Background: an optimization exercise with open tools, aiming at small area and a short achievable clock period. Do not read the settings as production practice. In this exercise RTL edits were held to simulation tests only and were not proved equivalent to the original.

File: flow/config.mk
export PLATFORM = sky130hd
export DESIGN_NAME = processor
export DESIGN_NICKNAME = processor
export VERILOG_FILES = /design/flow/design.v
export SDC_FILE = /design/flow/constraint.sdc
export NUM_CORES = 4
export LEC_CHECK = 0
export ABC_AREA = 1
export CAP_MARGIN = 20
export CORE_MARGIN = 2
export CORE_UTILIZATION = 40
export CTS_BUF_LIST = sky130_fd_sc_hd__clkbuf_4 sky130_fd_sc_hd__clkbuf_8
export SETUP_SLACK_MARGIN = 5
export SLEW_MARGIN = 20
File: flow/constraint.sdc
create_clock -name core_clock -period 10.0 [get_ports {clk}]
set_input_delay 2.0000 -clock core_clock [delete_from_list [all_inputs] [get_ports {clk}]]
set_output_delay 2.0000 -clock core_clock [all_outputs]
set_load 0.01 [all_outputs]
File: flow/design.v
module alu (
    input  [31:0] m,        
    input  [31:0] acc,      
    input         sel_mul,  
    input         sel_m,    
    input         sel_a,    
    output [31:0] nx, ny
);
wire [17:0] b = {acc[15:0], 1'b0};
wire [7:0] one, two, ng;
genvar k;
generate for (k = 0; k < 8; k = k + 1) begin : enc
  assign one[k] = b[2*k+1] ^ b[2*k];
  assign two[k] = (b[2*k+2] & ~b[2*k+1] & ~b[2*k]) | (~b[2*k+2] & b[2*k+1] & b[2*k]);
  assign ng[k]  = b[2*k+2];
end endgenerate
wire [17:0] mx = {m[15], m[15:0], 1'b0};
wire pp0_0 = ((one[0] & mx[1]) | (two[0] & mx[0])) ^ ng[0];
wire pp0_1 = ((one[0] & mx[2]) | (two[0] & mx[1])) ^ ng[0];
wire pp0_2 = ((one[0] & mx[3]) | (two[0] & mx[2])) ^ ng[0];
wire pp0_3 = ((one[0] & mx[4]) | (two[0] & mx[3])) ^ ng[0];
wire pp0_4 = ((one[0] & mx[5]) | (two[0] & mx[4])) ^ ng[0];
wire pp0_5 = ((one[0] & mx[6]) | (two[0] & mx[5])) ^ ng[0];
wire pp0_6 = ((one[0] & mx[7]) | (two[0] & mx[6])) ^ ng[0];
wire pp0_7 = ((one[0] & mx[8]) | (two[0] & mx[7])) ^ ng[0];
wire pp0_8 = ((one[0] & mx[9]) | (two[0] & mx[8])) ^ ng[0];
wire pp0_9 = ((one[0] & mx[10]) | (two[0] & mx[9])) ^ ng[0];
wire pp0_10 = ((one[0] & mx[11]) | (two[0] & mx[10])) ^ ng[0];
wire pp0_11 = ((one[0] & mx[12]) | (two[0] & mx[11])) ^ ng[0];
wire pp0_12 = ((one[0] & mx[13]) | (two[0] & mx[12])) ^ ng[0];
wire pp0_13 = ((one[0] & mx[14]) | (two[0] & mx[13])) ^ ng[0];
wire pp0_14 = ((one[0] & mx[15]) | (two[0] & mx[14])) ^ ng[0];
wire pp0_15 = ((one[0] & mx[16]) | (two[0] & mx[15])) ^ ng[0];
wire pp0_16 = ~(((one[0] & mx[17]) | (two[0] & mx[16])) ^ ng[0]);
wire pp1_0 = ((one[1] & mx[1]) | (two[1] & mx[0])) ^ ng[1];
wire pp1_1 = ((one[1] & mx[2]) | (two[1] & mx[1])) ^ ng[1];
wire pp1_2 = ((one[1] & mx[3]) | (two[1] & mx[2])) ^ ng[1];
wire pp1_3 = ((one[1] & mx[4]) | (two[1] & mx[3])) ^ ng[1];
wire pp1_4 = ((one[1] & mx[5]) | (two[1] & mx[4])) ^ ng[1];
wire pp1_5 = ((one[1] & mx[6]) | (two[1] & mx[5])) ^ ng[1];
wire pp1_6 = ((one[1] & mx[7]) | (two[1] & mx[6])) ^ ng[1];
wire pp1_7 = ((one[1] & mx[8]) | (two[1] & mx[7])) ^ ng[1];
wire pp1_8 = ((one[1] & mx[9]) | (two[1] & mx[8])) ^ ng[1];
wire pp1_9 = ((one[1] & mx[10]) | (two[1] & mx[9])) ^ ng[1];
wire pp1_10 = ((one[1] & mx[11]) | (two[1] & mx[10])) ^ ng[1];
wire pp1_11 = ((one[1] & mx[12]) | (two[1] & mx[11])) ^ ng[1];
wire pp1_12 = ((one[1] & mx[13]) | (two[1] & mx[12])) ^ ng[1];
wire pp1_13 = ((one[1] & mx[14]) | (two[1] & mx[13])) ^ ng[1];
wire pp1_14 = ((one[1] & mx[15]) | (two[1] & mx[14])) ^ ng[1];
wire pp1_15 = ((one[1] & mx[16]) | (two[1] & mx[15])) ^ ng[1];
wire pp1_16 = ~(((one[1] & mx[17]) | (two[1] & mx[16])) ^ ng[1]);
wire pp2_0 = ((one[2] & mx[1]) | (two[2] & mx[0])) ^ ng[2];
wire pp2_1 = ((one[2] & mx[2]) | (two[2] & mx[1])) ^ ng[2];
wire pp2_2 = ((one[2] & mx[3]) | (two[2] & mx[2])) ^ ng[2];
wire pp2_3 = ((one[2] & mx[4]) | (two[2] & mx[3])) ^ ng[2];
wire pp2_4 = ((one[2] & mx[5]) | (two[2] & mx[4])) ^ ng[2];
wire pp2_5 = ((one[2] & mx[6]) | (two[2] & mx[5])) ^ ng[2];
wire pp2_6 = ((one[2] & mx[7]) | (two[2] & mx[6])) ^ ng[2];
wire pp2_7 = ((one[2] & mx[8]) | (two[2] & mx[7])) ^ ng[2];
wire pp2_8 = ((one[2] & mx[9]) | (two[2] & mx[8])) ^ ng[2];
wire pp2_9 = ((one[2] & mx[10]) | (two[2] & mx[9])) ^ ng[2];
wire pp2_10 = ((one[2] & mx[11]) | (two[2] & mx[10])) ^ ng[2];
wire pp2_11 = ((one[2] & mx[12]) | (two[2] & mx[11])) ^ ng[2];
wire pp2_12 = ((one[2] & mx[13]) | (two[2] & mx[12])) ^ ng[2];
wire pp2_13 = ((one[2] & mx[14]) | (two[2] & mx[13])) ^ ng[2];
wire pp2_14 = ((one[2] & mx[15]) | (two[2] & mx[14])) ^ ng[2];
wire pp2_15 = ((one[2] & mx[16]) | (two[2] & mx[15])) ^ ng[2];
wire pp2_16 = ~(((one[2] & mx[17]) | (two[2] & mx[16])) ^ ng[2]);
wire pp3_0 = ((one[3] & mx[1]) | (two[3] & mx[0])) ^ ng[3];
wire pp3_1 = ((one[3] & mx[2]) | (two[3] & mx[1])) ^ ng[3];
wire pp3_2 = ((one[3] & mx[3]) | (two[3] & mx[2])) ^ ng[3];
wire pp3_3 = ((one[3] & mx[4]) | (two[3] & mx[3])) ^ ng[3];
wire pp3_4 = ((one[3] & mx[5]) | (two[3] & mx[4])) ^ ng[3];
wire pp3_5 = ((one[3] & mx[6]) | (two[3] & mx[5])) ^ ng[3];
wire pp3_6 = ((one[3] & mx[7]) | (two[3] & mx[6])) ^ ng[3];
wire pp3_7 = ((one[3] & mx[8]) | (two[3] & mx[7])) ^ ng[3];
wire pp3_8 = ((one[3] & mx[9]) | (two[3] & mx[8])) ^ ng[3];
wire pp3_9 = ((one[3] & mx[10]) | (two[3] & mx[9])) ^ ng[3];
wire pp3_10 = ((one[3] & mx[11]) | (two[3] & mx[10])) ^ ng[3];
wire pp3_11 = ((one[3] & mx[12]) | (two[3] & mx[11])) ^ ng[3];
wire pp3_12 = ((one[3] & mx[13]) | (two[3] & mx[12])) ^ ng[3];
wire pp3_13 = ((one[3] & mx[14]) | (two[3] & mx[13])) ^ ng[3];
wire pp3_14 = ((one[3] & mx[15]) | (two[3] & mx[14])) ^ ng[3];
wire pp3_15 = ((one[3] & mx[16]) | (two[3] & mx[15])) ^ ng[3];
wire pp3_16 = ~(((one[3] & mx[17]) | (two[3] & mx[16])) ^ ng[3]);
wire pp4_0 = ((one[4] & mx[1]) | (two[4] & mx[0])) ^ ng[4];
wire pp4_1 = ((one[4] & mx[2]) | (two[4] & mx[1])) ^ ng[4];
wire pp4_2 = ((one[4] & mx[3]) | (two[4] & mx[2])) ^ ng[4];
wire pp4_3 = ((one[4] & mx[4]) | (two[4] & mx[3])) ^ ng[4];
wire pp4_4 = ((one[4] & mx[5]) | (two[4] & mx[4])) ^ ng[4];
wire pp4_5 = ((one[4] & mx[6]) | (two[4] & mx[5])) ^ ng[4];
wire pp4_6 = ((one[4] & mx[7]) | (two[4] & mx[6])) ^ ng[4];
wire pp4_7 = ((one[4] & mx[8]) | (two[4] & mx[7])) ^ ng[4];
wire pp4_8 = ((one[4] & mx[9]) | (two[4] & mx[8])) ^ ng[4];
wire pp4_9 = ((one[4] & mx[10]) | (two[4] & mx[9])) ^ ng[4];
wire pp4_10 = ((one[4] & mx[11]) | (two[4] & mx[10])) ^ ng[4];
wire pp4_11 = ((one[4] & mx[12]) | (two[4] & mx[11])) ^ ng[4];
wire pp4_12 = ((one[4] & mx[13]) | (two[4] & mx[12])) ^ ng[4];
wire pp4_13 = ((one[4] & mx[14]) | (two[4] & mx[13])) ^ ng[4];
wire pp4_14 = ((one[4] & mx[15]) | (two[4] & mx[14])) ^ ng[4];
wire pp4_15 = ((one[4] & mx[16]) | (two[4] & mx[15])) ^ ng[4];
wire pp4_16 = ~(((one[4] & mx[17]) | (two[4] & mx[16])) ^ ng[4]);
wire pp5_0 = ((one[5] & mx[1]) | (two[5] & mx[0])) ^ ng[5];
wire pp5_1 = ((one[5] & mx[2]) | (two[5] & mx[1])) ^ ng[5];
wire pp5_2 = ((one[5] & mx[3]) | (two[5] & mx[2])) ^ ng[5];
wire pp5_3 = ((one[5] & mx[4]) | (two[5] & mx[3])) ^ ng[5];
wire pp5_4 = ((one[5] & mx[5]) | (two[5] & mx[4])) ^ ng[5];
wire pp5_5 = ((one[5] & mx[6]) | (two[5] & mx[5])) ^ ng[5];
wire pp5_6 = ((one[5] & mx[7]) | (two[5] & mx[6])) ^ ng[5];
wire pp5_7 = ((one[5] & mx[8]) | (two[5] & mx[7])) ^ ng[5];
wire pp5_8 = ((one[5] & mx[9]) | (two[5] & mx[8])) ^ ng[5];
wire pp5_9 = ((one[5] & mx[10]) | (two[5] & mx[9])) ^ ng[5];
wire pp5_10 = ((one[5] & mx[11]) | (two[5] & mx[10])) ^ ng[5];
wire pp5_11 = ((one[5] & mx[12]) | (two[5] & mx[11])) ^ ng[5];
wire pp5_12 = ((one[5] & mx[13]) | (two[5] & mx[12])) ^ ng[5];
wire pp5_13 = ((one[5] & mx[14]) | (two[5] & mx[13])) ^ ng[5];
wire pp5_14 = ((one[5] & mx[15]) | (two[5] & mx[14])) ^ ng[5];
wire pp5_15 = ((one[5] & mx[16]) | (two[5] & mx[15])) ^ ng[5];
wire pp5_16 = ~(((one[5] & mx[17]) | (two[5] & mx[16])) ^ ng[5]);
wire pp6_0 = ((one[6] & mx[1]) | (two[6] & mx[0])) ^ ng[6];
wire pp6_1 = ((one[6] & mx[2]) | (two[6] & mx[1])) ^ ng[6];
wire pp6_2 = ((one[6] & mx[3]) | (two[6] & mx[2])) ^ ng[6];
wire pp6_3 = ((one[6] & mx[4]) | (two[6] & mx[3])) ^ ng[6];
wire pp6_4 = ((one[6] & mx[5]) | (two[6] & mx[4])) ^ ng[6];
wire pp6_5 = ((one[6] & mx[6]) | (two[6] & mx[5])) ^ ng[6];
wire pp6_6 = ((one[6] & mx[7]) | (two[6] & mx[6])) ^ ng[6];
wire pp6_7 = ((one[6] & mx[8]) | (two[6] & mx[7])) ^ ng[6];
wire pp6_8 = ((one[6] & mx[9]) | (two[6] & mx[8])) ^ ng[6];
wire pp6_9 = ((one[6] & mx[10]) | (two[6] & mx[9])) ^ ng[6];
wire pp6_10 = ((one[6] & mx[11]) | (two[6] & mx[10])) ^ ng[6];
wire pp6_11 = ((one[6] & mx[12]) | (two[6] & mx[11])) ^ ng[6];
wire pp6_12 = ((one[6] & mx[13]) | (two[6] & mx[12])) ^ ng[6];
wire pp6_13 = ((one[6] & mx[14]) | (two[6] & mx[13])) ^ ng[6];
wire pp6_14 = ((one[6] & mx[15]) | (two[6] & mx[14])) ^ ng[6];
wire pp6_15 = ((one[6] & mx[16]) | (two[6] & mx[15])) ^ ng[6];
wire pp6_16 = ~(((one[6] & mx[17]) | (two[6] & mx[16])) ^ ng[6]);
wire pp7_0 = ((one[7] & mx[1]) | (two[7] & mx[0])) ^ ng[7];
wire pp7_1 = ((one[7] & mx[2]) | (two[7] & mx[1])) ^ ng[7];
wire pp7_2 = ((one[7] & mx[3]) | (two[7] & mx[2])) ^ ng[7];
wire pp7_3 = ((one[7] & mx[4]) | (two[7] & mx[3])) ^ ng[7];
wire pp7_4 = ((one[7] & mx[5]) | (two[7] & mx[4])) ^ ng[7];
wire pp7_5 = ((one[7] & mx[6]) | (two[7] & mx[5])) ^ ng[7];
wire pp7_6 = ((one[7] & mx[7]) | (two[7] & mx[6])) ^ ng[7];
wire pp7_7 = ((one[7] & mx[8]) | (two[7] & mx[7])) ^ ng[7];
wire pp7_8 = ((one[7] & mx[9]) | (two[7] & mx[8])) ^ ng[7];
wire pp7_9 = ((one[7] & mx[10]) | (two[7] & mx[9])) ^ ng[7];
wire pp7_10 = ((one[7] & mx[11]) | (two[7] & mx[10])) ^ ng[7];
wire pp7_11 = ((one[7] & mx[12]) | (two[7] & mx[11])) ^ ng[7];
wire pp7_12 = ((one[7] & mx[13]) | (two[7] & mx[12])) ^ ng[7];
wire pp7_13 = ((one[7] & mx[14]) | (two[7] & mx[13])) ^ ng[7];
wire pp7_14 = ((one[7] & mx[15]) | (two[7] & mx[14])) ^ ng[7];
wire pp7_15 = ((one[7] & mx[16]) | (two[7] & mx[15])) ^ ng[7];
wire pp7_16 = ~(((one[7] & mx[17]) | (two[7] & mx[16])) ^ ng[7]);
wire ts5 = ng[6] ^ pp0_12;
wire s5 = ts5 ^ pp1_10;
wire c6 = (ng[6] & pp0_12) | (ts5 & pp1_10);
wire ts9 = pp0_13 ^ pp1_11;
wire s9 = ts9 ^ pp2_9;
wire c10 = (pp0_13 & pp1_11) | (ts9 & pp2_9);
wire ts13 = ng[7] ^ pp0_14;
wire s13 = ts13 ^ pp1_12;
wire c14 = (ng[7] & pp0_14) | (ts13 & pp1_12);
wire ts15 = pp2_10 ^ pp3_8;
wire s15 = ts15 ^ pp4_6;
wire c16 = (pp2_10 & pp3_8) | (ts15 & pp4_6);
wire ts19 = pp0_15 ^ pp1_13;
wire s19 = ts19 ^ pp2_11;
wire c20 = (pp0_15 & pp1_13) | (ts19 & pp2_11);
wire ts21 = pp3_9 ^ pp4_7;
wire s21 = ts21 ^ pp5_5;
wire c22 = (pp3_9 & pp4_7) | (ts21 & pp5_5);
wire ts25 = 1'b1 ^ pp0_16;
wire s25 = ts25 ^ pp1_14;
wire c26 = (1'b1 & pp0_16) | (ts25 & pp1_14);
wire ts27 = pp2_12 ^ pp3_10;
wire s27 = ts27 ^ pp4_8;
wire c28 = (pp2_12 & pp3_10) | (ts27 & pp4_8);
wire ts29 = pp5_6 ^ pp6_4;
wire s29 = ts29 ^ pp7_2;
wire c30 = (pp5_6 & pp6_4) | (ts29 & pp7_2);
wire ts31 = 1'b1 ^ pp1_15;
wire s31 = ts31 ^ pp2_13;
wire c32 = (1'b1 & pp1_15) | (ts31 & pp2_13);
wire ts33 = pp3_11 ^ pp4_9;
wire s33 = ts33 ^ pp5_7;
wire c34 = (pp3_11 & pp4_9) | (ts33 & pp5_7);
wire ts37 = pp1_16 ^ pp2_14;
wire s37 = ts37 ^ pp3_12;
wire c38 = (pp1_16 & pp2_14) | (ts37 & pp3_12);
wire ts39 = pp4_10 ^ pp5_8;
wire s39 = ts39 ^ pp6_6;
wire c40 = (pp4_10 & pp5_8) | (ts39 & pp6_6);
wire ts41 = 1'b1 ^ pp2_15;
wire s41 = ts41 ^ pp3_13;
wire c42 = (1'b1 & pp2_15) | (ts41 & pp3_13);
wire ts45 = pp2_16 ^ pp3_14;
wire s45 = ts45 ^ pp4_12;
wire c46 = (pp2_16 & pp3_14) | (ts45 & pp4_12);
wire ts53 = ng[4] ^ pp0_8;
wire s53 = ts53 ^ pp1_6;
wire c54 = (ng[4] & pp0_8) | (ts53 & pp1_6);
wire ts57 = pp0_9 ^ pp1_7;
wire s57 = ts57 ^ pp2_5;
wire c58 = (pp0_9 & pp1_7) | (ts57 & pp2_5);
wire ts61 = pp1_8 ^ pp2_6;
wire s61 = ts61 ^ pp3_4;
wire c62 = (pp1_8 & pp2_6) | (ts61 & pp3_4);
wire ts63 = pp4_2 ^ pp5_0;
wire s63 = ts63 ^ s1;
wire c64 = (pp4_2 & pp5_0) | (ts63 & s1);
wire ts65 = pp2_7 ^ pp3_5;
wire s65 = ts65 ^ pp4_3;
wire c66 = (pp2_7 & pp3_5) | (ts65 & pp4_3);
wire ts67 = pp5_1 ^ c2;
wire s67 = ts67 ^ s3;
wire c68 = (pp5_1 & c2) | (ts67 & s3);
wire ts69 = pp4_4 ^ pp5_2;
wire s69 = ts69 ^ pp6_0;
wire c70 = (pp4_4 & pp5_2) | (ts69 & pp6_0);
wire ts71 = c4 ^ s7;
wire s71 = ts71 ^ s5;
wire c72 = (c4 & s7) | (ts71 & s5);
wire ts73 = pp5_3 ^ pp6_1;
wire s73 = ts73 ^ c8;
wire c74 = (pp5_3 & pp6_1) | (ts73 & c8);
wire ts75 = s11 ^ c6;
wire s75 = ts75 ^ s9;
wire c76 = (s11 & c6) | (ts75 & s9);
wire ts77 = pp7_0 ^ c12;
wire s77 = ts77 ^ s17;
wire c78 = (pp7_0 & c12) | (ts77 & s17);
wire ts79 = c10 ^ s13;
wire s79 = ts79 ^ s15;
wire c80 = (c10 & s13) | (ts79 & s15);
wire ts81 = c18 ^ s23;
wire s81 = ts81 ^ c14;
wire c82 = (c18 & s23) | (ts81 & c14);
wire ts83 = c16 ^ s19;
wire s83 = ts83 ^ s21;
wire c84 = (c16 & s19) | (ts83 & s21);
wire ts85 = c24 ^ c20;
wire s85 = ts85 ^ c22;
wire c86 = (c24 & c20) | (ts85 & c22);
wire ts87 = s25 ^ s27;
wire s87 = ts87 ^ s29;
wire c88 = (s25 & s27) | (ts87 & s29);
wire ts89 = s35 ^ c26;
wire s89 = ts89 ^ c28;
wire c90 = (s35 & c26) | (ts89 & c28);
wire ts91 = c30 ^ s31;
wire s91 = ts91 ^ s33;
wire c92 = (c30 & s31) | (ts91 & s33);
wire ts93 = pp7_4 ^ c36;
wire s93 = ts93 ^ c32;
wire c94 = (pp7_4 & c36) | (ts93 & c32);
wire ts95 = c34 ^ s37;
wire s95 = ts95 ^ s39;
wire c96 = (c34 & s37) | (ts95 & s39);
wire ts97 = pp6_7 ^ pp7_5;
wire s97 = ts97 ^ s43;
wire c98 = (pp6_7 & pp7_5) | (ts97 & s43);
wire ts99 = c38 ^ c40;
wire s99 = ts99 ^ s41;
wire c100 = (c38 & c40) | (ts99 & s41);
wire ts101 = pp5_10 ^ pp6_8;
wire s101 = ts101 ^ pp7_6;
wire c102 = (pp5_10 & pp6_8) | (ts101 & pp7_6);
wire ts103 = c44 ^ c42;
wire s103 = ts103 ^ s45;
wire c104 = (c44 & c42) | (ts103 & s45);
wire ts105 = pp4_13 ^ pp5_11;
wire s105 = ts105 ^ pp6_9;
wire c106 = (pp4_13 & pp5_11) | (ts105 & pp6_9);
wire ts107 = pp7_7 ^ s47;
wire s107 = ts107 ^ c46;
wire c108 = (pp7_7 & s47) | (ts107 & c46);
wire ts109 = pp3_16 ^ pp4_14;
wire s109 = ts109 ^ pp5_12;
wire c110 = (pp3_16 & pp4_14) | (ts109 & pp5_12);
wire ts111 = pp6_10 ^ pp7_8;
wire s111 = ts111 ^ c48;
wire c112 = (pp6_10 & pp7_8) | (ts111 & c48);
wire ts113 = 1'b1 ^ pp4_15;
wire s113 = ts113 ^ pp5_13;
wire c114 = (1'b1 & pp4_15) | (ts113 & pp5_13);
wire ts117 = pp4_16 ^ pp5_14;
wire s117 = ts117 ^ pp6_12;
wire c118 = (pp4_16 & pp5_14) | (ts117 & pp6_12);
wire ts125 = pp1_4 ^ pp2_2;
wire s125 = ts125 ^ pp3_0;
wire c126 = (pp1_4 & pp2_2) | (ts125 & pp3_0);
wire ts127 = pp2_3 ^ pp3_1;
wire s127 = ts127 ^ c50;
wire c128 = (pp2_3 & pp3_1) | (ts127 & c50);
wire ts129 = pp4_0 ^ c52;
wire s129 = ts129 ^ s55;
wire c130 = (pp4_0 & c52) | (ts129 & s55);
wire ts131 = c56 ^ s59;
wire s131 = ts131 ^ c54;
wire c132 = (c56 & s59) | (ts131 & c54);
wire ts133 = c60 ^ c58;
wire s133 = ts133 ^ s61;
wire c134 = (c60 & c58) | (ts133 & s61);
wire ts135 = c62 ^ s65;
wire s135 = ts135 ^ c64;
wire c136 = (c62 & s65) | (ts135 & c64);
wire ts137 = c66 ^ s69;
wire s137 = ts137 ^ c68;
wire c138 = (c66 & s69) | (ts137 & c68);
wire ts139 = c70 ^ s73;
wire s139 = ts139 ^ c72;
wire c140 = (c70 & s73) | (ts139 & c72);
wire ts141 = c74 ^ s77;
wire s141 = ts141 ^ c76;
wire c142 = (c74 & s77) | (ts141 & c76);
wire ts143 = c78 ^ c80;
wire s143 = ts143 ^ s81;
wire c144 = (c78 & c80) | (ts143 & s81);
wire ts145 = c82 ^ c84;
wire s145 = ts145 ^ s85;
wire c146 = (c82 & c84) | (ts145 & s85);
wire ts147 = c86 ^ c88;
wire s147 = ts147 ^ s89;
wire c148 = (c86 & c88) | (ts147 & s89);
wire ts149 = c90 ^ c92;
wire s149 = ts149 ^ s93;
wire c150 = (c90 & c92) | (ts149 & s93);
wire ts151 = s97 ^ c94;
wire s151 = ts151 ^ c96;
wire c152 = (s97 & c94) | (ts151 & c96);
wire ts153 = s101 ^ c98;
wire s153 = ts153 ^ c100;
wire c154 = (s101 & c98) | (ts153 & c100);
wire ts155 = c102 ^ s105;
wire s155 = ts155 ^ c104;
wire c156 = (c102 & s105) | (ts155 & c104);
wire ts157 = c106 ^ s109;
wire s157 = ts157 ^ s111;
wire c158 = (c106 & s109) | (ts157 & s111);
wire ts159 = s115 ^ c110;
wire s159 = ts159 ^ s113;
wire c160 = (s115 & c110) | (ts159 & s113);
wire ts161 = pp7_10 ^ c116;
wire s161 = ts161 ^ c114;
wire c162 = (pp7_10 & c116) | (ts161 & c114);
wire ts163 = pp6_13 ^ pp7_11;
wire s163 = ts163 ^ s119;
wire c164 = (pp6_13 & pp7_11) | (ts163 & s119);
wire ts165 = pp5_16 ^ pp6_14;
wire s165 = ts165 ^ pp7_12;
wire c166 = (pp5_16 & pp6_14) | (ts165 & pp7_12);
wire ts173 = pp1_2 ^ pp2_0;
wire s173 = ts173 ^ s121;
wire c174 = (pp1_2 & pp2_0) | (ts173 & s121);
wire ts175 = pp2_1 ^ c122;
wire s175 = ts175 ^ s123;
wire c176 = (pp2_1 & c122) | (ts175 & s123);
wire ts177 = c124 ^ s49;
wire s177 = ts177 ^ s125;
wire c178 = (c124 & s49) | (ts177 & s125);
wire ts179 = s51 ^ c126;
wire s179 = ts179 ^ s127;
wire c180 = (s51 & c126) | (ts179 & s127);
wire ts181 = s53 ^ c128;
wire s181 = ts181 ^ s129;
wire c182 = (s53 & c128) | (ts181 & s129);
wire ts183 = s57 ^ c130;
wire s183 = ts183 ^ s131;
wire c184 = (s57 & c130) | (ts183 & s131);
wire ts185 = s63 ^ c132;
wire s185 = ts185 ^ s133;
wire c186 = (s63 & c132) | (ts185 & s133);
wire ts187 = s67 ^ c134;
wire s187 = ts187 ^ s135;
wire c188 = (s67 & c134) | (ts187 & s135);
wire ts189 = s71 ^ c136;
wire s189 = ts189 ^ s137;
wire c190 = (s71 & c136) | (ts189 & s137);
wire ts191 = s75 ^ c138;
wire s191 = ts191 ^ s139;
wire c192 = (s75 & c138) | (ts191 & s139);
wire ts193 = s79 ^ c140;
wire s193 = ts193 ^ s141;
wire c194 = (s79 & c140) | (ts193 & s141);
wire ts195 = s83 ^ c142;
wire s195 = ts195 ^ s143;
wire c196 = (s83 & c142) | (ts195 & s143);
wire ts197 = s87 ^ c144;
wire s197 = ts197 ^ s145;
wire c198 = (s87 & c144) | (ts197 & s145);
wire ts199 = s91 ^ c146;
wire s199 = ts199 ^ s147;
wire c200 = (s91 & c146) | (ts199 & s147);
wire ts201 = s95 ^ c148;
wire s201 = ts201 ^ s149;
wire c202 = (s95 & c148) | (ts201 & s149);
wire ts203 = s99 ^ c150;
wire s203 = ts203 ^ s151;
wire c204 = (s99 & c150) | (ts203 & s151);
wire ts205 = s103 ^ c152;
wire s205 = ts205 ^ s153;
wire c206 = (s103 & c152) | (ts205 & s153);
wire ts207 = s107 ^ c154;
wire s207 = ts207 ^ s155;
wire c208 = (s107 & c154) | (ts207 & s155);
wire ts209 = c108 ^ s157;
wire s209 = ts209 ^ c156;
wire c210 = (c108 & s157) | (ts209 & c156);
wire ts211 = c112 ^ s159;
wire s211 = ts211 ^ c158;
wire c212 = (c112 & s159) | (ts211 & c158);
wire ts213 = s117 ^ c160;
wire s213 = ts213 ^ s161;
wire c214 = (s117 & c160) | (ts213 & s161);
wire ts215 = c118 ^ s163;
wire s215 = ts215 ^ c162;
wire c216 = (c118 & s163) | (ts215 & c162);
wire ts217 = c120 ^ s165;
wire s217 = ts217 ^ c164;
wire c218 = (c120 & s165) | (ts217 & c164);
wire ts219 = pp7_13 ^ s167;
wire s219 = ts219 ^ c166;
wire c220 = (pp7_13 & s167) | (ts219 & c166);
wire ts221 = pp6_16 ^ pp7_14;
wire s221 = ts221 ^ c168;
wire c222 = (pp6_16 & pp7_14) | (ts221 & c168);
wire s1 = ng[5] ^ pp0_10;
wire c2 = ng[5] & pp0_10;
wire s3 = pp0_11 ^ pp1_9;
wire c4 = pp0_11 & pp1_9;
wire s7 = pp2_8 ^ pp3_6;
wire c8 = pp2_8 & pp3_6;
wire s11 = pp3_7 ^ pp4_5;
wire c12 = pp3_7 & pp4_5;
wire s17 = pp5_4 ^ pp6_2;
wire c18 = pp5_4 & pp6_2;
wire s23 = pp6_3 ^ pp7_1;
wire c24 = pp6_3 & pp7_1;
wire s35 = pp6_5 ^ pp7_3;
wire c36 = pp6_5 & pp7_3;
wire s43 = pp4_11 ^ pp5_9;
wire c44 = pp4_11 & pp5_9;
wire s47 = 1'b1 ^ pp3_15;
wire c48 = 1'b1 & pp3_15;
wire s49 = ng[3] ^ pp0_6;
wire c50 = ng[3] & pp0_6;
wire s51 = pp0_7 ^ pp1_5;
wire c52 = pp0_7 & pp1_5;
wire s55 = pp2_4 ^ pp3_2;
wire c56 = pp2_4 & pp3_2;
wire s59 = pp3_3 ^ pp4_1;
wire c60 = pp3_3 & pp4_1;
wire s115 = pp6_11 ^ pp7_9;
wire c116 = pp6_11 & pp7_9;
wire s119 = 1'b1 ^ pp5_15;
wire c120 = 1'b1 & pp5_15;
wire s121 = ng[2] ^ pp0_4;
wire c122 = ng[2] & pp0_4;
wire s123 = pp0_5 ^ pp1_3;
wire c124 = pp0_5 & pp1_3;
wire s167 = 1'b1 ^ pp6_15;
wire c168 = 1'b1 & pp6_15;
wire s169 = ng[1] ^ pp0_2;
wire c170 = ng[1] & pp0_2;
wire s171 = pp0_3 ^ pp1_1;
wire c172 = pp0_3 & pp1_1;
wire s223 = 1'b1 ^ pp7_15;
wire c224 = 1'b1 & pp7_15;
wire [31:0] tx = {1'b1, c224, c222, c220, c218, c216, c214, c212, c210, c208, c206, c204, c202, c200, c198, c196, c194, c192, c190, c188, c186, c184, c182, c180, c178, c176, c174, c172, c170, s169, pp0_1, ng[0]};
wire [31:0] ty = {1'b0, pp7_16, s223, s221, s219, s217, s215, s213, s211, s209, s207, s205, s203, s201, s199, s197, s195, s193, s191, s189, s187, s185, s183, s181, s179, s177, s175, s173, s171, pp1_0, 1'b0, pp0_0};
assign nx = sel_mul ? tx : (m & {32{sel_m}});
assign ny = sel_mul ? ty : (acc & {32{sel_a}});
endmodule
module add12 (
    input  [11:0] a, b,
    output [11:0] s,
    output        co
);
wire [11:0] g = a & b;
wire [11:0] p = a ^ b;
wire G11_10 = g[11] | (p[11] & g[10]);
wire P11_10 = p[11] & p[10];
wire G10_9 = g[10] | (p[10] & g[9]);
wire P10_9 = p[10] & p[9];
wire G9_8 = g[9] | (p[9] & g[8]);
wire P9_8 = p[9] & p[8];
wire G8_7 = g[8] | (p[8] & g[7]);
wire P8_7 = p[8] & p[7];
wire G7_6 = g[7] | (p[7] & g[6]);
wire P7_6 = p[7] & p[6];
wire G6_5 = g[6] | (p[6] & g[5]);
wire P6_5 = p[6] & p[5];
wire G5_4 = g[5] | (p[5] & g[4]);
wire P5_4 = p[5] & p[4];
wire G4_3 = g[4] | (p[4] & g[3]);
wire P4_3 = p[4] & p[3];
wire G3_2 = g[3] | (p[3] & g[2]);
wire P3_2 = p[3] & p[2];
wire G2_1 = g[2] | (p[2] & g[1]);
wire P2_1 = p[2] & p[1];
wire G1_0 = g[1] | (p[1] & g[0]);
wire P1_0 = p[1] & p[0];
wire G11_8 = G11_10 | (P11_10 & G9_8);
wire P11_8 = P11_10 & P9_8;
wire G10_7 = G10_9 | (P10_9 & G8_7);
wire P10_7 = P10_9 & P8_7;
wire G9_6 = G9_8 | (P9_8 & G7_6);
wire P9_6 = P9_8 & P7_6;
wire G8_5 = G8_7 | (P8_7 & G6_5);
wire P8_5 = P8_7 & P6_5;
wire G7_4 = G7_6 | (P7_6 & G5_4);
wire P7_4 = P7_6 & P5_4;
wire G6_3 = G6_5 | (P6_5 & G4_3);
wire P6_3 = P6_5 & P4_3;
wire G5_2 = G5_4 | (P5_4 & G3_2);
wire P5_2 = P5_4 & P3_2;
wire G4_1 = G4_3 | (P4_3 & G2_1);
wire P4_1 = P4_3 & P2_1;
wire G3_0 = G3_2 | (P3_2 & G1_0);
wire P3_0 = P3_2 & P1_0;
wire G2_0 = G2_1 | (P2_1 & g[0]);
wire P2_0 = P2_1 & p[0];
wire G11_4 = G11_8 | (P11_8 & G7_4);
wire P11_4 = P11_8 & P7_4;
wire G10_3 = G10_7 | (P10_7 & G6_3);
wire P10_3 = P10_7 & P6_3;
wire G9_2 = G9_6 | (P9_6 & G5_2);
wire P9_2 = P9_6 & P5_2;
wire G8_1 = G8_5 | (P8_5 & G4_1);
wire P8_1 = P8_5 & P4_1;
wire G7_0 = G7_4 | (P7_4 & G3_0);
wire P7_0 = P7_4 & P3_0;
wire G6_0 = G6_3 | (P6_3 & G2_0);
wire P6_0 = P6_3 & P2_0;
wire G5_0 = G5_2 | (P5_2 & G1_0);
wire P5_0 = P5_2 & P1_0;
wire G4_0 = G4_1 | (P4_1 & g[0]);
wire P4_0 = P4_1 & p[0];
wire G11_0 = G11_4 | (P11_4 & G3_0);
wire P11_0 = P11_4 & P3_0;
wire G10_0 = G10_3 | (P10_3 & G2_0);
wire P10_0 = P10_3 & P2_0;
wire G9_0 = G9_2 | (P9_2 & G1_0);
wire P9_0 = P9_2 & P1_0;
wire G8_0 = G8_1 | (P8_1 & g[0]);
wire P8_0 = P8_1 & p[0];
wire [12:0] cy;
assign cy[0] = 1'b0;
assign cy[1] = g[0];
assign cy[2] = G1_0;
assign cy[3] = G2_0;
assign cy[4] = G3_0;
assign cy[5] = G4_0;
assign cy[6] = G5_0;
assign cy[7] = G6_0;
assign cy[8] = G7_0;
assign cy[9] = G8_0;
assign cy[10] = G9_0;
assign cy[11] = G10_0;
assign cy[12] = G11_0;
assign s = p ^ cy[11:0];
assign co = cy[12];
endmodule
module add20c (
    input  [19:0] a, b,
    input         ci,
    output [19:0] s
);
wire [19:0] g = a & b;
wire [19:0] p = a ^ b;
wire G1_0 = g[1] | (p[1] & g[0]);
wire P1_0 = p[1] & p[0];
wire G3_2 = g[3] | (p[3] & g[2]);
wire P3_2 = p[3] & p[2];
wire G5_4 = g[5] | (p[5] & g[4]);
wire P5_4 = p[5] & p[4];
wire G7_6 = g[7] | (p[7] & g[6]);
wire P7_6 = p[7] & p[6];
wire G9_8 = g[9] | (p[9] & g[8]);
wire P9_8 = p[9] & p[8];
wire G11_10 = g[11] | (p[11] & g[10]);
wire P11_10 = p[11] & p[10];
wire G13_12 = g[13] | (p[13] & g[12]);
wire P13_12 = p[13] & p[12];
wire G15_14 = g[15] | (p[15] & g[14]);
wire P15_14 = p[15] & p[14];
wire G17_16 = g[17] | (p[17] & g[16]);
wire P17_16 = p[17] & p[16];
wire G19_18 = g[19] | (p[19] & g[18]);
wire P19_18 = p[19] & p[18];
wire G3_0 = G3_2 | (P3_2 & G1_0);
wire P3_0 = P3_2 & P1_0;
wire G7_4 = G7_6 | (P7_6 & G5_4);
wire P7_4 = P7_6 & P5_4;
wire G11_8 = G11_10 | (P11_10 & G9_8);
wire P11_8 = P11_10 & P9_8;
wire G15_12 = G15_14 | (P15_14 & G13_12);
wire P15_12 = P15_14 & P13_12;
wire G19_16 = G19_18 | (P19_18 & G17_16);
wire P19_16 = P19_18 & P17_16;
wire G7_0 = G7_4 | (P7_4 & G3_0);
wire P7_0 = P7_4 & P3_0;
wire G15_8 = G15_12 | (P15_12 & G11_8);
wire P15_8 = P15_12 & P11_8;
wire G15_0 = G15_8 | (P15_8 & G7_0);
wire P15_0 = P15_8 & P7_0;
wire G11_0 = G11_8 | (P11_8 & G7_0);
wire P11_0 = P11_8 & P7_0;
wire G19_0 = G19_16 | (P19_16 & G15_0);
wire P19_0 = P19_16 & P15_0;
wire G5_0 = G5_4 | (P5_4 & G3_0);
wire P5_0 = P5_4 & P3_0;
wire G9_0 = G9_8 | (P9_8 & G7_0);
wire P9_0 = P9_8 & P7_0;
wire G13_0 = G13_12 | (P13_12 & G11_0);
wire P13_0 = P13_12 & P11_0;
wire G17_0 = G17_16 | (P17_16 & G15_0);
wire P17_0 = P17_16 & P15_0;
wire G2_0 = g[2] | (p[2] & G1_0);
wire P2_0 = p[2] & P1_0;
wire G4_0 = g[4] | (p[4] & G3_0);
wire P4_0 = p[4] & P3_0;
wire G6_0 = g[6] | (p[6] & G5_0);
wire P6_0 = p[6] & P5_0;
wire G8_0 = g[8] | (p[8] & G7_0);
wire P8_0 = p[8] & P7_0;
wire G10_0 = g[10] | (p[10] & G9_0);
wire P10_0 = p[10] & P9_0;
wire G12_0 = g[12] | (p[12] & G11_0);
wire P12_0 = p[12] & P11_0;
wire G14_0 = g[14] | (p[14] & G13_0);
wire P14_0 = p[14] & P13_0;
wire G16_0 = g[16] | (p[16] & G15_0);
wire P16_0 = p[16] & P15_0;
wire G18_0 = g[18] | (p[18] & G17_0);
wire P18_0 = p[18] & P17_0;
wire [20:0] cy;
assign cy[0] = ci;
assign cy[1] = g[0] | (p[0] & ci);
assign cy[2] = G1_0 | (P1_0 & ci);
assign cy[3] = G2_0 | (P2_0 & ci);
assign cy[4] = G3_0 | (P3_0 & ci);
assign cy[5] = G4_0 | (P4_0 & ci);
assign cy[6] = G5_0 | (P5_0 & ci);
assign cy[7] = G6_0 | (P6_0 & ci);
assign cy[8] = G7_0 | (P7_0 & ci);
assign cy[9] = G8_0 | (P8_0 & ci);
assign cy[10] = G9_0 | (P9_0 & ci);
assign cy[11] = G10_0 | (P10_0 & ci);
assign cy[12] = G11_0 | (P11_0 & ci);
assign cy[13] = G12_0 | (P12_0 & ci);
assign cy[14] = G13_0 | (P13_0 & ci);
assign cy[15] = G14_0 | (P14_0 & ci);
assign cy[16] = G15_0 | (P15_0 & ci);
assign cy[17] = G16_0 | (P16_0 & ci);
assign cy[18] = G17_0 | (P17_0 & ci);
assign cy[19] = G18_0 | (P18_0 & ci);
assign cy[20] = G19_0 | (P19_0 & ci);
assign s = p ^ cy[19:0];
endmodule
module processor
#(
	parameter DATA_WIDTH 	= 32,
	parameter OPCODE_WIDTH 	= 4,
	parameter ALU_OP_WIDTH  = 3,
	parameter DATAMEM_WIDTH = 8,
	parameter INSADDR_WIDTH	= 8,
	parameter INS_WIDTH		= OPCODE_WIDTH + DATAMEM_WIDTH
)
(
	input          clk, rst,
	input          [	INS_WIDTH-1:0] 	instr,
	output         [INSADDR_WIDTH-1:0] 	instr_addr,
	output         mem_wr,
	output         [ DATAMEM_WIDTH-1:0]	mem_addr,
	input  signed  [	DATA_WIDTH-1:0] mem_data_in,
	output signed  [	DATA_WIDTH-1:0] mem_data_out
);
wire [3:0]  op      = instr[11:8];
wire [7:0]  operand = instr[7:0];
wire [15:0] d = 16'd1 << op;
wire sel_mul = d[4] | d[11];
wire sel_m   = d[1] | d[3] | d[9] | d[10];
wire sel_a   = ~(d[1] | d[9] | d[4] | d[11]);
wire push    = d[8];
wire pop     = d[9] | d[10] | d[11];
reg  [11:0] acc_lo;            
reg  [19:0] acc_hx, acc_hy;    
reg         acc_hc;
wire [19:0] acc_hi;
wire [DATA_WIDTH-1:0] acc = {acc_hi, acc_lo};
add20c acc_add (.a(acc_hx), .b(acc_hy), .ci(acc_hc), .s(acc_hi));
wire [DATA_WIDTH-1:0] nx, ny;
alu alu (.m(mem_data_in), .acc(acc), .sel_mul(sel_mul), .sel_m(sel_m),
         .sel_a(sel_a), .nx(nx), .ny(ny));
wire [11:0] lo_sum;
wire        lo_carry;
add12 lo_add (.a(nx[11:0]), .b(ny[11:0]), .s(lo_sum), .co(lo_carry));
always @ (posedge clk or posedge rst) begin
	if (rst) begin
		acc_lo <= 12'd0;
		acc_hx <= 20'd0;
		acc_hy <= 20'd0;
		acc_hc <= 1'b0;
	end else begin
		acc_lo <= lo_sum;
		acc_hx <= nx[31:12];
		acc_hy <= ny[31:12];
		acc_hc <= lo_carry;
	end
end
wire nzero   = |acc;
wire pc_load = d[7] | (d[5] & nzero) | (d[6] & ~nzero);
reg [7:0] pc;
always @ (posedge clk or posedge rst) begin
	if (rst)
		pc <= 8'd0;
	else
		pc <= pc_load ? operand : pc + 8'd1;
end
reg  [7:0] top;                   
wire [7:0] top_dec = top - 8'd1;  
wire [7:0] top_inc = top + 8'd1;  
always @ (posedge clk or posedge rst) begin
	if (rst)
		top <= 8'd0;              
	else if (push)
		top <= top_dec;
	else if (pop)
		top <= top_inc;
end
assign instr_addr   = pc;
assign mem_data_out = acc;
assign mem_wr       = d[2] | d[8];
assign mem_addr     = op[3] ? ((op[1] | op[0]) ? top : top_dec) : operand;
endmodule
File: flow/flow/run.sh
#!/bin/bash
# Layout flow: the standard flow (standard.sh: ORFS synthesis to final
# layout, unchanged), with the port buffers made of plain buffers
# (sky130_fd_sc_hd__buf_N) instead of the delay buffer the resizer picks by
# default. Every input and output port still gets its own buffer.
export BUFFER_PORTS_ARGS="-buffer_cell sky130_fd_sc_hd__buf_1"
bash standard.sh > standard.log 2>&1
File: flow/standard.sh
#!/bin/bash
# synth_recipe.tcl (not shown) runs the flow's synth.tcl, then flattens the netlist and writes it again
# the make line also repeats each setting of config.mk as NAME=value (left out here)
make -C /OpenROAD-flow-scripts/flow DESIGN_CONFIG=/design/flow/config.mk WORK_HOME=/design/flow/orfs CLKGATE_MAP_FILE= SYNTH_SCRIPT=/design/flow/synth_recipe.tcl "${@:-finish}"
==> impl_metrics.py, run 1 <==
metrics = {
    "finish": {
        "diodes": 0,
        "nFillCells": 2307,
        "syn2layout_area_growth_pct": 13.5,
        "fin_nets": 1443,
        "drive_gt1_frac": 0.115,
        "stdcell_count": 1571,
    },
    "setup_path": {
        "critPathArrivalTime_ns": 2.93,
        "crit_path_end_kind": "output port",
        "cp.required_ns": 8.00,
        "critical_path.max_fanout": 15,
        "worstSetupPathType": "input pin to output port",
        "cp_slowest_stage_delay_ns": 0.17,
        "reg2regPathDepth": 19,
        "reg2reg_slack_ns": 5.28,
        "crit_top_cell": "nand2_1",
        "worstSetupStartpointType": "input pin",
        "crit_chain": "buf_6 -> clkinv_4 -> nor2_4 -> buf_4 -> nand2_1 -> nand2_1 -> buf_1",
        "cpMaxStageDelayCell": "nor2_4",
    },
    "die": {
        "placementRows": 55,
        "ioPinCount": 95,
        "start_util": 0.409,
        "die_h_um": 157,
        "core_area_mm2": 0.0228,
        "die_w_um": 157,
        "dieArea_mm2": 0.0246,
    },
    "yosys": {
        "ys_async_sr_fraction": 1.00,
        "yosys.area_share.xor_xnor": 0.143,
        "synth_edf_count": 0,
        "syn_inst": 1165,
        "yosysTopAreaCellShare": 0.191,
        "ys_seq_elements": 69,
        "yosys.area.top_type": "fa_1",
        "synth_seq_area_share": 0.185,
        "synth_fa_ha_area_frac": 0.265,
        "yosysWarningCount": 1,
        "ys_types": 43,
        "synth-compound-area-share": 0.166,
        "muxShareOfSynthArea": 0,
        "synth.avg_cell_area_um2": 8.00,
        "synth_ff_type": "dfrtp_1",
        "synth.net_count": 1355,
        "synthTopCellsByCount": "188 x nand2_1, 145 x xor2_1, 137 x o22ai_1",
        "syn_area_mm2": 0.00933,
        "synthSimpleGateAreaFrac": 0.153,
        "synth_area_leaders": "fa_1 19%, dfrtp_1 19%, xor2_1 14%",
        "synth_most_common_cell": "nand2_1",
        "synth_top_family_by_area": "adder cells",
    },
    "clock_network": {
        "cts_tree": "yes",
        "cts.sinks": 69,
        "cts_buffer_depth": 2,
        "clk-insertion-delay-late_ns": 0.36,
        "ctsRootBufferMaster": "clkbuf_8",
        "cts.clk_slew.worst_paths_ns": 0.07,
        "h-tree-depth": 3,
        "numCtsBuffers": 9,
    },
    "flow_run": {
        "maxCapViolations": 0,
    },
    "placement": {
        "place_congestion": 0.884,
        "io_buffers": 94,
        "dp_cells": 1519,
        "hpwl_um": 21400,
    },
    "sta": {
        "finalSetupTns_ns": 0,
        "worst_slew_pin_slew_ns": 0.881,
        "relSlewSlack": 0.413,
        "finalHoldViolCount": 0,
        "min_period_ns": 4.93,
        "finClkSkew_ns": 0.0137,
        "slew_viol_final": 0,
        "max_freq_mhz": 203,
        "rsz0062_at_grt": "true",
        "setup_viol": 0,
        "fin_crit_sh": 0.493,
    },
    "route": {
        "post_drt_wl_per_cell_um": 19.0,
        "routed_via_density": 5.53,
        "drc": 0,
        "drt_iter0_markers": 822,
        "vias": 8694,
        "postRouteAntennaNets": 0,
        "dr.pass1.iters": 5,
        "wirelength_um": 29800,
    },
    "grt": {
        "antenna_found_initial": 0,
        "overflow": 0,
        "track_usage": 0.245,
        "grt_pass1_vias": 8289,
        "grt_pass1_wl_um": 46400,
        "grt_max_degree": 70,
    },
    "hold_path": {
        "holdPathStages": 1,
        "hold_class": "flop to flop",
    },
    "outcome": {
        "status": "no timing/DRC/antenna violations",
    },
}
[layout by cell type (no fill, tap or decap), types with 5 or more instances in the layout]
master	count
a21oi_1	20
a22o_1	7
buf_1	88
buf_4	43
clkbuf_4	5
clkbuf_8	10
clkinv_2	5
clkinv_4	8
clkinvlp_4	7
dfrtp_1	67
fa_1	89
ha_1	53
inv_1	122
inv_2	9
nand2_1	185
nand2_2	19
nand3_1	31
nand4_1	16
nor2_1	55
o211ai_1	7
o21ai_0	63
o21ai_1	8
o22ai_1	134
xor2_1	144
[final cells by class]
type,count,area [um2],share of cell area
Inverter,152,646,0.0610
Multi-Input combinational cell,881,6880,0.650
Sequential cell,69,1730,0.163
Timing Repair Buffer,139,728,0.0688
Clock inverter,4,47.5,0.00449
Timing Repair inverter,1,5.00,0.000473
Tap cell,313,392,0.0370
Clock buffer,12,153,0.0144
[metal layers]
| layer | GRT usage | wire [um] | vias to the layer above |
|---|---|---|---|
| li1 | - | - | 4053 |
| met1 | 0.358 | 13200 | 4175 |
| met2 | 0.367 | 13300 | 431 |
| met3 | 0.0557 | 2720 | 35 |
| met5 | 0 | 0 | - |
| met4 | 0.0638 | 527 | 0 |
[per-stage QoR]
step | utilization | worst slack (ns) | instance area (um2) | hold WS [ns]
CTS | 0.451 | 4.95 | 10300 | 0.540
global placement | 0.435 | 2.80 | 9900 | 0.545
global route | 0.464 | 4.82 | 10600 | 0.550
finish | 0.464 | 5.07 | 10600 | 0.542
floorplan | - | 4.97 | 9350 | 0.489
detailed placement | 0.435 | 2.67 | 9900 | 0.529
[worst max-delay path: cells and delay by family]
| family | cells | cell delay [ns] |
|---|---|---|
| buf+inv | 4 | 0.55 |
| simple gates | 3 | 0.37 |
[kinds of logic after synthesis]
| kind of cell | Yosys count |
|---|---|
| AOI/OAI and AO/OA | 259 |
| buffers and inverters | 215 |
| and+or+nand+nor | 327 |
| DFF | 69 |
| adders and majority gates | 144 |
| xor gates and xnor gates | 151 |
[timing repair]
action	in CTS	in global routing
hold buffers	0	0
setup buffers	12	23
setup endpoints to repair	38	30
cloned	0	1
pin swaps	2	7
gates resized for setup	29	46
[registers in the layout (all words and copies together) (netlist names)]
signal / cells
acc_hc: 1
acc_hy: 20
acc_lo: 12
top: 8
pc: 8
acc_hx: 20
[path summary, 6_finish.rpt]
| path | endpoint | from |
|---|---|---|
| min reg2reg | top[0]$_DFFE_PP0P_ | top[0]$_DFFE_PP0P_ |
| max | mem_wr | instr[11] |
| min in group asynchronous | acc_lo[5]$_DFF_PP0_ | rst |
| max reg2reg | acc_lo[11]$_DFF_PP0_ | acc_lo[3]$_DFF_PP0_ |
| max in group asynchronous | acc_lo[1]$_DFF_PP0_ | rst |
| min | top[0]$_DFFE_PP0P_ | top[0]$_DFFE_PP0P_ |
==> run 2: changes to the inputs <==
--- a/flow/design.v
+++ b/flow/design.v
@@ -471,21 +471,13 @@
 assign nx = sel_mul ? tx : (m & {32{sel_m}});
 assign ny = sel_mul ? ty : (acc & {32{sel_a}});
 endmodule
-module add12 (
-    input  [11:0] a, b,
-    output [11:0] s,
+module add8 (
+    input  [7:0] a, b,
+    output [7:0] s,
     output        co
 );
-wire [11:0] g = a & b;
-wire [11:0] p = a ^ b;
-wire G11_10 = g[11] | (p[11] & g[10]);
-wire P11_10 = p[11] & p[10];
-wire G10_9 = g[10] | (p[10] & g[9]);
-wire P10_9 = p[10] & p[9];
-wire G9_8 = g[9] | (p[9] & g[8]);
-wire P9_8 = p[9] & p[8];
-wire G8_7 = g[8] | (p[8] & g[7]);
-wire P8_7 = p[8] & p[7];
+wire [7:0] g = a & b;
+wire [7:0] p = a ^ b;
 wire G7_6 = g[7] | (p[7] & g[6]);
 wire P7_6 = p[7] & p[6];
 wire G6_5 = g[6] | (p[6] & g[5]);
@@ -500,14 +492,6 @@
 wire P2_1 = p[2] & p[1];
 wire G1_0 = g[1] | (p[1] & g[0]);
 wire P1_0 = p[1] & p[0];
-wire G11_8 = G11_10 | (P11_10 & G9_8);
-wire P11_8 = P11_10 & P9_8;
-wire G10_7 = G10_9 | (P10_9 & G8_7);
-wire P10_7 = P10_9 & P8_7;
-wire G9_6 = G9_8 | (P9_8 & G7_6);
-wire P9_6 = P9_8 & P7_6;
-wire G8_5 = G8_7 | (P8_7 & G6_5);
-wire P8_5 = P8_7 & P6_5;
 wire G7_4 = G7_6 | (P7_6 & G5_4);
 wire P7_4 = P7_6 & P5_4;
 wire G6_3 = G6_5 | (P6_5 & G4_3);
@@ -520,14 +504,6 @@
 wire P3_0 = P3_2 & P1_0;
 wire G2_0 = G2_1 | (P2_1 & g[0]);
 wire P2_0 = P2_1 & p[0];
-wire G11_4 = G11_8 | (P11_8 & G7_4);
-wire P11_4 = P11_8 & P7_4;
-wire G10_3 = G10_7 | (P10_7 & G6_3);
-wire P10_3 = P10_7 & P6_3;
-wire G9_2 = G9_6 | (P9_6 & G5_2);
-wire P9_2 = P9_6 & P5_2;
-wire G8_1 = G8_5 | (P8_5 & G4_1);
-wire P8_1 = P8_5 & P4_1;
 wire G7_0 = G7_4 | (P7_4 & G3_0);
 wire P7_0 = P7_4 & P3_0;
 wire G6_0 = G6_3 | (P6_3 & G2_0);
@@ -536,15 +512,7 @@
 wire P5_0 = P5_2 & P1_0;
 wire G4_0 = G4_1 | (P4_1 & g[0]);
 wire P4_0 = P4_1 & p[0];
-wire G11_0 = G11_4 | (P11_4 & G3_0);
-wire P11_0 = P11_4 & P3_0;
-wire G10_0 = G10_3 | (P10_3 & G2_0);
-wire P10_0 = P10_3 & P2_0;
-wire G9_0 = G9_2 | (P9_2 & G1_0);
-wire P9_0 = P9_2 & P1_0;
-wire G8_0 = G8_1 | (P8_1 & g[0]);
-wire P8_0 = P8_1 & p[0];
-wire [12:0] cy;
+wire [8:0] cy;
 assign cy[0] = 1'b0;
 assign cy[1] = g[0];
 assign cy[2] = G1_0;
@@ -554,20 +522,16 @@
 assign cy[6] = G5_0;
 assign cy[7] = G6_0;
 assign cy[8] = G7_0;
-assign cy[9] = G8_0;
-assign cy[10] = G9_0;
-assign cy[11] = G10_0;
-assign cy[12] = G11_0;
-assign s = p ^ cy[11:0];
-assign co = cy[12];
+assign s = p ^ cy[7:0];
+assign co = cy[8];
 endmodule
-module add20c (
-    input  [19:0] a, b,
+module add24c (
+    input  [23:0] a, b,
     input         ci,
-    output [19:0] s
+    output [23:0] s
 );
-wire [19:0] g = a & b;
-wire [19:0] p = a ^ b;
+wire [23:0] g = a & b;
+wire [23:0] p = a ^ b;
 wire G1_0 = g[1] | (p[1] & g[0]);
 wire P1_0 = p[1] & p[0];
 wire G3_2 = g[3] | (p[3] & g[2]);
@@ -588,6 +552,10 @@
 wire P17_16 = p[17] & p[16];
 wire G19_18 = g[19] | (p[19] & g[18]);
 wire P19_18 = p[19] & p[18];
+wire G21_20 = g[21] | (p[21] & g[20]);
+wire P21_20 = p[21] & p[20];
+wire G23_22 = g[23] | (p[23] & g[22]);
+wire P23_22 = p[23] & p[22];
 wire G3_0 = G3_2 | (P3_2 & G1_0);
 wire P3_0 = P3_2 & P1_0;
 wire G7_4 = G7_6 | (P7_6 & G5_4);
@@ -598,12 +566,18 @@
 wire P15_12 = P15_14 & P13_12;
 wire G19_16 = G19_18 | (P19_18 & G17_16);
 wire P19_16 = P19_18 & P17_16;
+wire G23_20 = G23_22 | (P23_22 & G21_20);
+wire P23_20 = P23_22 & P21_20;
 wire G7_0 = G7_4 | (P7_4 & G3_0);
 wire P7_0 = P7_4 & P3_0;
 wire G15_8 = G15_12 | (P15_12 & G11_8);
 wire P15_8 = P15_12 & P11_8;
+wire G23_16 = G23_20 | (P23_20 & G19_16);
+wire P23_16 = P23_20 & P19_16;
 wire G15_0 = G15_8 | (P15_8 & G7_0);
 wire P15_0 = P15_8 & P7_0;
+wire G23_0 = G23_16 | (P23_16 & G15_0);
+wire P23_0 = P23_16 & P15_0;
 wire G11_0 = G11_8 | (P11_8 & G7_0);
 wire P11_0 = P11_8 & P7_0;
 wire G19_0 = G19_16 | (P19_16 & G15_0);
@@ -616,6 +590,8 @@
 wire P13_0 = P13_12 & P11_0;
 wire G17_0 = G17_16 | (P17_16 & G15_0);
 wire P17_0 = P17_16 & P15_0;
+wire G21_0 = G21_20 | (P21_20 & G19_0);
+wire P21_0 = P21_20 & P19_0;
 wire G2_0 = g[2] | (p[2] & G1_0);
 wire P2_0 = p[2] & P1_0;
 wire G4_0 = g[4] | (p[4] & G3_0);
@@ -634,7 +610,11 @@
 wire P16_0 = p[16] & P15_0;
 wire G18_0 = g[18] | (p[18] & G17_0);
 wire P18_0 = p[18] & P17_0;
-wire [20:0] cy;
+wire G20_0 = g[20] | (p[20] & G19_0);
+wire P20_0 = p[20] & P19_0;
+wire G22_0 = g[22] | (p[22] & G21_0);
+wire P22_0 = p[22] & P21_0;
+wire [24:0] cy;
 assign cy[0] = ci;
 assign cy[1] = g[0] | (p[0] & ci);
 assign cy[2] = G1_0 | (P1_0 & ci);
@@ -656,7 +636,11 @@
 assign cy[18] = G17_0 | (P17_0 & ci);
 assign cy[19] = G18_0 | (P18_0 & ci);
 assign cy[20] = G19_0 | (P19_0 & ci);
-assign s = p ^ cy[19:0];
+assign cy[21] = G20_0 | (P20_0 & ci);
+assign cy[22] = G21_0 | (P21_0 & ci);
+assign cy[23] = G22_0 | (P22_0 & ci);
+assign cy[24] = G23_0 | (P23_0 & ci);
+assign s = p ^ cy[23:0];
 endmodule
 module processor
 #(
@@ -684,28 +668,28 @@
 wire sel_a   = ~(d[1] | d[9] | d[4] | d[11]);
 wire push    = d[8];
 wire pop     = d[9] | d[10] | d[11];
-reg  [11:0] acc_lo;            
-reg  [19:0] acc_hx, acc_hy;    
+reg  [7:0] acc_lo;            
+reg  [23:0] acc_hx, acc_hy;    
 reg         acc_hc;
-wire [19:0] acc_hi;
+wire [23:0] acc_hi;
 wire [DATA_WIDTH-1:0] acc = {acc_hi, acc_lo};
-add20c acc_add (.a(acc_hx), .b(acc_hy), .ci(acc_hc), .s(acc_hi));
+add24c acc_add (.a(acc_hx), .b(acc_hy), .ci(acc_hc), .s(acc_hi));
 wire [DATA_WIDTH-1:0] nx, ny;
 alu alu (.m(mem_data_in), .acc(acc), .sel_mul(sel_mul), .sel_m(sel_m),
          .sel_a(sel_a), .nx(nx), .ny(ny));
-wire [11:0] lo_sum;
+wire [7:0] lo_sum;
 wire        lo_carry;
-add12 lo_add (.a(nx[11:0]), .b(ny[11:0]), .s(lo_sum), .co(lo_carry));
+add8 lo_add (.a(nx[7:0]), .b(ny[7:0]), .s(lo_sum), .co(lo_carry));
 always @ (posedge clk or posedge rst) begin
 	if (rst) begin
-		acc_lo <= 12'd0;
-		acc_hx <= 20'd0;
-		acc_hy <= 20'd0;
+		acc_lo <= 8'd0;
+		acc_hx <= 24'd0;
+		acc_hy <= 24'd0;
 		acc_hc <= 1'b0;
 	end else begin
 		acc_lo <= lo_sum;
-		acc_hx <= nx[31:12];
-		acc_hy <= ny[31:12];
+		acc_hx <= nx[31:8];
+		acc_hy <= ny[31:8];
 		acc_hc <= lo_carry;
 	end
 end
==> flow/flow/run.sh (replaced) <==
#!/bin/bash
# Layout flow: the standard flow (standard.sh: ORFS synthesis to final
# layout, unchanged), with the port buffers made of plain buffers
# (sky130_fd_sc_hd__buf_N) instead of the delay buffer the resizer picks by
# default. Every input and output port still gets its own buffer.
export BUFFER_PORTS_ARGS="-buffer_cell sky130_fd_sc_hd__buf_${PORT_BUF:-2}"
bash standard.sh > standard.log 2>&1
==> run 2 against run 1 <==
  * Via count grew 1.3%
  * Still clean on timing, DRC and antenna
  * Clock skew grew 0.0088 ns
  * Register-to-register slack lost 0.09 ns
  * Area after synthesis grew 2.0%
  * Final area grew 1.6%
  * Global-route usage shrank 0.39 points
  * Largest cell class unchanged
==> impl_metrics.py, run 2 <==
metrics = {
    "outcome": {
        "status": "no timing/DRC/antenna violations",
    },
    "yosys": {
        "synthTopCellsByCount": "196 x nand2_1, 156 x o22ai_1, 139 x inv_1",
        "synth_area_leaders": "dfrtp_1 19%, fa_1 19%, xor2_1 13%",
        "synth_edf_count": 0,
        "ys_seq_elements": 73,
        "synth_top_family_by_area": "adder cells",
        "synth.avg_cell_area_um2": 8.01,
        "yosysWarningCount": 1,
        "synth_ff_type": "dfrtp_1",
        "synth.net_count": 1377,
        "yosysTopAreaCellShare": 0.192,
        "synth-compound-area-share": 0.162,
        "yosys.area_share.xor_xnor": 0.129,
        "ys_types": 44,
        "yosys.area.top_type": "dfrtp_1",
        "synth_fa_ha_area_frac": 0.260,
        "syn_inst": 1187,
        "ys_async_sr_fraction": 1.00,
        "synth_seq_area_share": 0.192,
        "synth_most_common_cell": "nand2_1",
        "syn_area_mm2": 0.00951,
        "muxShareOfSynthArea": 0,
        "synthSimpleGateAreaFrac": 0.162,
    },
    "hold_path": {
        "holdPathStages": 1,
        "hold_class": "flop to flop",
    },
    "die": {
        "start_util": 0.406,
        "die_h_um": 158,
        "dieArea_mm2": 0.0250,
        "core_area_mm2": 0.0234,
        "die_w_um": 158,
        "ioPinCount": 95,
        "placementRows": 56,
    },
    "clock_network": {
        "cts_buffer_depth": 2,
        "h-tree-depth": 3,
        "cts.sinks": 73,
        "ctsRootBufferMaster": "clkbuf_8",
        "cts_tree": "yes",
        "cts.clk_slew.worst_paths_ns": 0.09,
        "clk-insertion-delay-late_ns": 0.39,
        "numCtsBuffers": 9,
    },
    "sta": {
        "finalHoldViolCount": 0,
        "slew_viol_final": 0,
        "fin_crit_sh": 0.496,
        "finClkSkew_ns": 0.0225,
        "setup_slack_ns": 5.04,
        "setup_viol": 0,
        "rsz0062_at_grt": "true",
        "max_freq_mhz": 202,
        "relSlewSlack": 0.352,
        "finalSetupTns_ns": 0,
        "worst_slew_pin_slew_ns": 0.972,
        "min_period_ns": 4.96,
    },
    "grt": {
        "antenna_found_initial": 0,
        "track_usage": 0.242,
        "grt_pass1_vias": 8452,
        "overflow": 0,
        "grt_pass1_wl_um": 46200,
        "grt_max_degree": 74,
    },
    "finish": {
        "final_common_cell": "nand2_1",
        "diodes": 0,
        "mostFrequentLayoutCells": "191 x nand2_1, 156 x o22ai_1, 138 x inv_1, 138 x xor2_1, 91 x buf_2",
        "syn2layout_area_growth_pct": 13.0,
        "final_core_util": 0.459,
        "drive_gt1_frac": 0.160,
        "multiInputGateArea_mm2": 0.00684,
        "fin_nets": 1441,
        "reg_top3": "acc_hx x24, acc_hy x24",
        "nFillCells": 2391,
        "regArea_mm2": 0.00183,
    },
    "setup_path": {
        "worstSetupPathType": "input pin to output port",
        "reg2regPathDepth": 14,
        "cp.required_ns": 8.00,
        "crit_chain": "buf_4 -> nor2_4 -> buf_6 -> buf_12 -> nand3_1 -> o211ai_1 -> nand2_1 -> buf_2",
        "crit_path_end_kind": "output port",
        "critPathArrivalTime_ns": 2.96,
        "worstSetupStartpointType": "input pin",
        "cp_slowest_stage_delay_ns": 0.14,
        "critical_path.max_fanout": 14,
        "cpMaxStageDelayCell": "buf_4",
    },
    "route": {
        "wirelength_um": 30400,
        "post_drt_wl_per_cell_um": 19.3,
        "postRouteAntennaNets": 0,
        "drc": 0,
        "drt_iter0_markers": 810,
        "vias": 8807,
        "routed_via_density": 5.59,
        "dr.pass1.iters": 7,
    },
    "placement": {
        "hpwl_um": 21500,
        "io_buffers": 94,
        "place_ws_ns": 3.82,
        "place_congestion": 0.889,
    },
    "flow_run": {
        "maxCapViolations": 0,
    },
}
-- run 2: changes by cell type after synthesis, moves of 5 or more --
cell	delta
o22ai_1	+19
inv_1	+11
a22o_1	-5
nand3b_1	+6
nand2_2	-5
nor2_1	-11
nand2_1	+8
nand3_1	+10
xor2_1	-7
o21ai_0	-27
-- run 2: final cells by class --
type | count | share of cell area
Clock buffer | 10 | 0.0122
Multi-Input combinational cell | 880 | 0.637
Inverter | 169 | 0.0668
Timing Repair inverter | 1 | 0.000815
Timing Repair Buffer | 117 | 0.0655
Sequential cell | 73 | 0.170
Clock inverter | 6 | 0.0107
Tap cell | 319 | 0.0371
-- run 2: path summary, 6_finish.rpt --
path | start | to | slack (ns)
worst max-delay path | instr[8] | mem_addr[3] | 5.04
worst min-delay path | top[0]$_DFFE_PP0P_ | top[0]$_DFFE_PP0P_ | 0.56
worst max register to register | acc_hc$_DFF_PP0_ | acc_hy[11]$_DFF_PP0_ | 5.19
worst min register to register | top[0]$_DFFE_PP0P_ | top[0]$_DFFE_PP0P_ | 0.56
max in group asynchronous | rst | acc_lo[1]$_DFF_PP0_ | 7.40
min in group asynchronous | rst | acc_hy[3]$_DFF_PP0_ | 1.89
-- run 2: layer usage --
metal  GRT usage  routed length, um  vias up
li1            -                  -     4072
met5           0                  0        -
met2       0.380              13800      424
met1       0.333              13200     4240
met3      0.0405               2460       71
met4      0.0935                889        0
-- run 2: through the flow --
step | instances | hold slack, ns | instance area (um2)
2_1_floorplan | 1187 | 0.507 | 9510
3_3_place_gp | 1545 | 0.549 | 10200
3_5_place_dp | 1545 | 0.547 | 10200
4_1_cts | 1564 | 0.564 | 10500
5_1_grt | 1575 | 0.574 | 10700
6_report | 1575 | 0.560 | 10700
-- run 2: kinds of logic (layout without fill, tap and decap cells) --
family                   after synthesis  after routing
XOR/XNOR                             140            140
AND/OR/NAND/NOR                      342            342
flip-flops                            73             73
AO/OA/AOI/OAI                        254            254
adder cells (fa/ha/maj)              144            144
buffers and inverters                234            303
-- run 2: repair_timing --
item | CTS | global route
endpoints found under the setup margin | 24 | 29
gates cloned | 0 | 2
hold endpoints to repair | 0 | 0
hold buffers | 0 | 0
pin swaps | 1 | 4
setup buffers | 3 | 9
gates resized for setup | 18 | 39
-- run 2: worst max-delay path: cells and delay by family --
family | cells | cell delay, ns
AOI/OAI and AO/OA | 1 | 0.13
and+or+nand+nor | 3 | 0.28
buffers and inverters | 4 | 0.54

==> separate check: timing with driven ports <==
The flow's constraints put no driver on any port. The routed layouts listed below were extracted and timed again, unchanged, in two steps. Step 1 assumes that a clkbuf_16 drives the clock port and a buf_2 every other input. Step 2 adds t to the input delays and takes it off the output delays; t is the mean of the earliest and latest rising clock arrival at the registers after step 1. Input paths then give back, and output paths get back, about the clock's delay inside the block. Three values: ideal, step 1, step 2; two values: the first two.
run | t (ns) | slack for setup (ns) | worst register clock-pin slew, ns | pins driven straight from the clock port
run 1 | 0.392 | 5.071 / 5.029 / 4.730 | 0.08 / 0.08 | 1
run 2 | 0.417 | 5.041 / 5.015 / 4.738 | 0.10 / 0.10 | 1
After both steps every run listed still meets setup and hold. The setup slack of run 1, which loses most, moves by -0.042 ns with the drivers and by -0.341 ns with both steps.
